This design comes from an exercise in tuning for small area and a short achievable clock period on the open sky130 flow, not from production work.
In this exercise RTL edits were held to simulation tests only and were not proved equivalent to the original.
Power figures rest on the tool's default switching activity, not on a simulated workload.

$ cat flow/config.mk
export PLATFORM = sky130hd
export DESIGN_NAME = ternary_sum_nine
export DESIGN_NICKNAME = ternary_sum_nine
export VERILOG_FILES = /design/flow/design.v
export SDC_FILE = /design/flow/constraint.sdc
export NUM_CORES = 4
export LEC_CHECK = 0
export CAP_MARGIN = 20
export CORE_MARGIN = 2
export CORE_UTILIZATION = 40
export SLEW_MARGIN = 20
$ cat flow/constraint.sdc
create_clock -name core_clock -period 5.5 [get_ports {clk}]
set_input_delay 1.1000 -clock core_clock [delete_from_list [all_inputs] [get_ports {clk}]]
set_output_delay 1.1000 -clock core_clock [all_outputs]
set_load 0.01 [all_outputs]
$ cat flow/design.v
module ternary_sum_nine #(
    parameter WIDTH = 32
) (
    input clk,
    input [WIDTH-1:0] i0,
    input [WIDTH-1:0] i1,
    input [WIDTH-1:0] i2,
    input [WIDTH-1:0] i3,
    input [WIDTH-1:0] i4,
    input [WIDTH-1:0] i5,
    input [WIDTH-1:0] i6,
    input [WIDTH-1:0] i7,
    input [WIDTH-1:0] i8,
    output [WIDTH+4-1:0] o
);
wire [WIDTH+2-1:0] level0_sum0, level0_sum1, level0_sum2;
ternary_node #(.WIDTH(WIDTH)) tenary_adder_l0_a(.clk(clk), .a(i0), .b(i1), .c(i2), .o(level0_sum0));
ternary_node #(.WIDTH(WIDTH)) tenary_adder_l0_b(.clk(clk), .a(i3), .b(i4), .c(i5), .o(level0_sum1));
ternary_node #(.WIDTH(WIDTH)) tenary_adder_l0_c(.clk(clk), .a(i6), .b(i7), .c(i8), .o(level0_sum2));
ternary_node #(.WIDTH(WIDTH+2)) tenary_adder_l1(.clk(clk), .a(level0_sum0), .b(level0_sum1), .c(level0_sum2), .o(o));
endmodule
module ternary_node #(
    parameter WIDTH = 32
) (
    input clk,
    input [WIDTH-1:0] a,
    input [WIDTH-1:0] b,
    input [WIDTH-1:0] c,
    output reg [WIDTH+2-1:0] o
);
always @(posedge clk) begin
    o <= a + b + c;
end
endmodule
$ cat flow/run.sh
#!/bin/bash
# synth_recipe.tcl (not shown) runs the flow's synth.tcl, then flattens the netlist and writes it again
# the make line also repeats each setting of config.mk as NAME=value (left out here)
make -C /OpenROAD-flow-scripts/flow DESIGN_CONFIG=/design/flow/config.mk WORK_HOME=/design/flow/orfs CLKGATE_MAP_FILE= SYNTH_SCRIPT=/design/flow/synth_recipe.tcl finish
==> impl_metrics.sql <==
INSERT INTO impl_metrics (metric_group, metric, value, unit) VALUES
('status', 'outcome', 'timing/DRC/antenna clean', ''),
('setup_path', 'worst-r2r-setup-slack', '0.72', 'ns'),
('clock_network', 'cts_buffers', '17', ''),
('power', 'power_density_normalized_to_cell_area', '643.8', 'mW/mm2'),
('drt', 'post_drt_via_cell_ratio', '5.271', ''),
('drt', 'wl_per_cell', '15.11', 'um'),
('yosys', 'synthTopCellsByArea', 'sky130_fd_sc_hd__ha_1, sky130_fd_sc_hd__dfxtp_1, sky130_fd_sc_hd__xnor2_1', ''),
('clock_network', 'cts_hold_buffers', '0', ''),
('drt', 'finalWirelength', '43560', 'um'),
('setup_path', 'critPathLaunch', 'i6[5]', ''),
('hold_path', 'worstHoldPathCells', '1', ''),
('grt', 'grt_antenna_before_repair', '6', ''),
('yosys', 'syn_nets', '2431', ''),
('sta', 'report.final.hold_viol_count', '0', ''),
('clock_network', 'cts_tree', 'done', ''),
('power', 'power.static_leakage', '0.009442', 'uW'),
('yosys', 'yosysWarningCount', '2', ''),
('yosys', 'synth.yosys.seq_area_share', '18.11', '%'),
('setup_path', 'end_kind', 'flip-flop', ''),
('sta', 'max_freq', '192.3', 'MHz'),
('sta', 'worst_slew_pin_slew', '0.6200', 'ns'),
('sta', 'finalCriticalPeriod', '5.201', 'ns'),
('sta', 'finalSetupTns', '0', 'ns'),
('drt', 'detail_route.drc_violations', '0', ''),
('yosys', 'synth_edf_count', '0', ''),
('setup_path', 'worst_setup_path_start_kind', 'primary input', ''),
('power', 'max-vdd-ir-drop', '0.3875', 'mV'),
('floorplan', 'start_util', '40.61', '%'),
('floorplan', 'placeableCoreArea', '0.03758', 'mm2'),
('setup_path', 'crit-reg2reg-launch', 'tenary_adder_l0_a.o[0]', ''),
('setup_path', 'crit_slowest_cell', 'sky130_fd_sc_hd__clkdlybuf4s50_1', ''),
('floorplan', 'floorplan.die_area', '0.03972', 'mm2'),
('yosys', 'syn-instance-count', '1873', ''),
('placed_design', 'routabilityCongestion', '0.9278', ''),
('sta', 'slew_violations', '0', ''),
('yosys', 'netlist_area', '0.01526', 'mm2'),
('drt', 'vias', '15190', ''),
('floorplan', 'rows', '71', ''),
('cells_and_area', 'fin_area', '0.02093', 'mm2'),
('setup_path', 'timing.critical_path.slowest_cell_delay', '0.40', 'ns'),
('cells_and_area', 'finalCoreUtilization', '55.70', '%'),
('cells_and_area', 'final_layout_size_suffix_gt1_share', '9.129', '%'),
('clock_network', 'max-clock-path-buffers', '2', ''),
('grt', 'globalRoute.totalOverflow', '0', ''),
('grt', 'grt_pass1_vias', '14930', ''),
('drt', 'dr.pass1.iters', '4', ''),
('yosys', 'synth_top_area_cell', 'sky130_fd_sc_hd__ha_1', ''),
('setup_path', 'worstReg2RegEnd', 'tenary_adder_l1.o[30]', ''),
('drt', 'ant_nets', '0', ''),
('cells_and_area', 'layout.nets', '2911', ''),
('sta', 'timing.slew.headroom', '58.23', '%'),
('floorplan', 'die_w', '199.3', 'um'),
('setup_path', 'critPathMaxFanout', '4', ''),
('grt', 'gr_util_all_layers', '21.39', '%'),
('clock_network', 'clk_pin_slew', '0.06', 'ns'),
('setup_path', 'worstPathRequired', '5.85', 'ns'),
('floorplan', 'overall_die_height', '199.3', 'um'),
('sta', 'finalClockSkew', '0.006216', 'ns'),
('placed_design', 'dp.final_hpwl', '37070', 'um'),
('cells_and_area', 'final.fill_count', '3526', ''),
('setup_path', 'rr_worst_depth', '17', ''),
('setup_path', 'worst_ep_arrival_time', '5.55', 'ns'),
('clock_network', 'post_cts_buffers', '0', ''),
('yosys', 'synth_top_flop_cell', 'sky130_fd_sc_hd__dfxtp_1', ''),
('cells_and_area', 'final_cell_mix', 'sky130_fd_sc_hd__clkdlybuf4s50_1, sky130_fd_sc_hd__ha_1, sky130_fd_sc_hd__a21oi_1, sky130_fd_sc_hd__xnor2_1, sky130_fd_sc_hd__buf_4', ''),
('setup_path', 'crit_type', 'primary input to flip-flop', ''),
('sta', 'hold_ws', '0.4862', 'ns'),
('yosys', 'synthesis.area_per_instance', '8.146', 'um2'),
('yosys', 'synth.ff_latch_count', '138', ''),
('hold_path', 'hold_path_class', 'flip-flop to flip-flop', ''),
('clock_network', 'h_tree_level_count', '4', '');
-- cell type report --
type / count / area, um2 / share of cell area, %
inverter: 71 / 266.5 / 1.273
timing repair buffer: 474 / 4369 / 20.87
clock buffer: 22 / 494.2 / 2.361
multi-input combinational: 1651 / 12220 / 58.40
antenna: 5 / 12.51 / 0.05978
tap: 511 / 639.4 / 3.055
clock inverter: 10 / 162.7 / 0.7771
sequential: 138 / 2763 / 13.20
-- stage by stage --
stage	setup WS (ns)	cells	total power, uW
after detailed placement	-0.4216	2845	12170
after global routing	-0.008405	2878	14790
after global placement	-0.2882	2845	12060
after CTS	0.03811	2877	13510
final	0.2988	2882	13480
after floorplan	0.3852	1873	9519
-- metal layers --
| layer | vias up | part of all wire (%) | global-route usage (%) |
|---|---|---|---|
| met5 | - | 0.055 | 0 |
| met4 | 4 | 1.9 | 6.689 |
| met3 | 56 | 5.6 | 3.612 |
| met2 | 361 | 45 | 36.93 |
| met1 | 6791 | 47 | 27.06 |
| li1 | 7978 | - | - |
-- cells in the mapped netlist, drive strengths merged, types with 31 or more instances --
cell and count:
ha 261, a21oi 208, xnor2 164, dfxtp 138, o21ai 126, nor2 115
a21o 111, nand2 100, inv 71, xor2 61, o21bai 43, nand3 42
nor3 38, a211oi 37, a31oi 35, o21a 31
-- what timing repair did --
item	4_1_cts	5_1_grt
resized for setup	1	11
setup endpoints to repair	1	14
pin swaps	0	1
gates cloned	0	0
-- state kept, by name, indices dropped and copies added, names as in the netlist --
name and flops:
tenary_adder_l1.o 36, tenary_adder_l0_a.o 34, tenary_adder_l0_c.o 34, tenary_adder_l0_b.o 34
-- logic make-up (layout without fill, tap and decap cells) --
group	Yosys count	after routing	synth area share [%]
buf+inv	84	577	2.075
other cells	0	5	0
simple gates	447	447	14.38
xor+xnor	225	225	12.92
compound gates	707	707	29.86
mux	3	3	0.2050
flops	138	138	18.11
fa+ha+maj	269	269	22.45
-- power breakdown --
part / switching, uW / leakage, uW / internal, uW
clock: 421 / 0.000318 / 818
sequential: 208 / 0.00116 / 1650
combinational: 5550 / 0.00796 / 4820
total: 6180 / 0.00944 / 7300
-- how the worst max path moves through the flow --
stage / end / cells after the start
3_5_place_dp: tenary_adder_l0_c.o[30] / 23
3_3_place_gp: tenary_adder_l0_c.o[33] / 23
2_1_floorplan: tenary_adder_l0_b.o[32] / 21
5_1_grt: tenary_adder_l0_c.o[30] / 22
4_1_cts: tenary_adder_l0_c.o[30] / 23
6_report: tenary_adder_l0_c.o[30] / 21

afterwards: timing with drivers on the ports:
Ports are ideal in the flow. The routed layout listed here was re-timed in OpenROAD.
Step 1: set_driving_cell puts a clkbuf_16 on clk and a buf_2 on each other input, an assumption about the parent block.
Step 2 times the ports against the registers' clock, not the clock port: input delays grow and output delays shrink by t, the midpoint of the rising clock arrivals with the driver on.
Three values: ideal, step 1, step 2; two values: the first two.
t (ns): 0.471
slack for setup (ns): 0.299 / 0.317 / -0.154
latest minus earliest clock arrival (ns): 0.008 / 0.008
With both steps, setup timing fails in this run, where it was met with ideal ports. For this run, drivers alone change the setup slack by +0.018 ns; drivers and shift together by -0.453 ns.
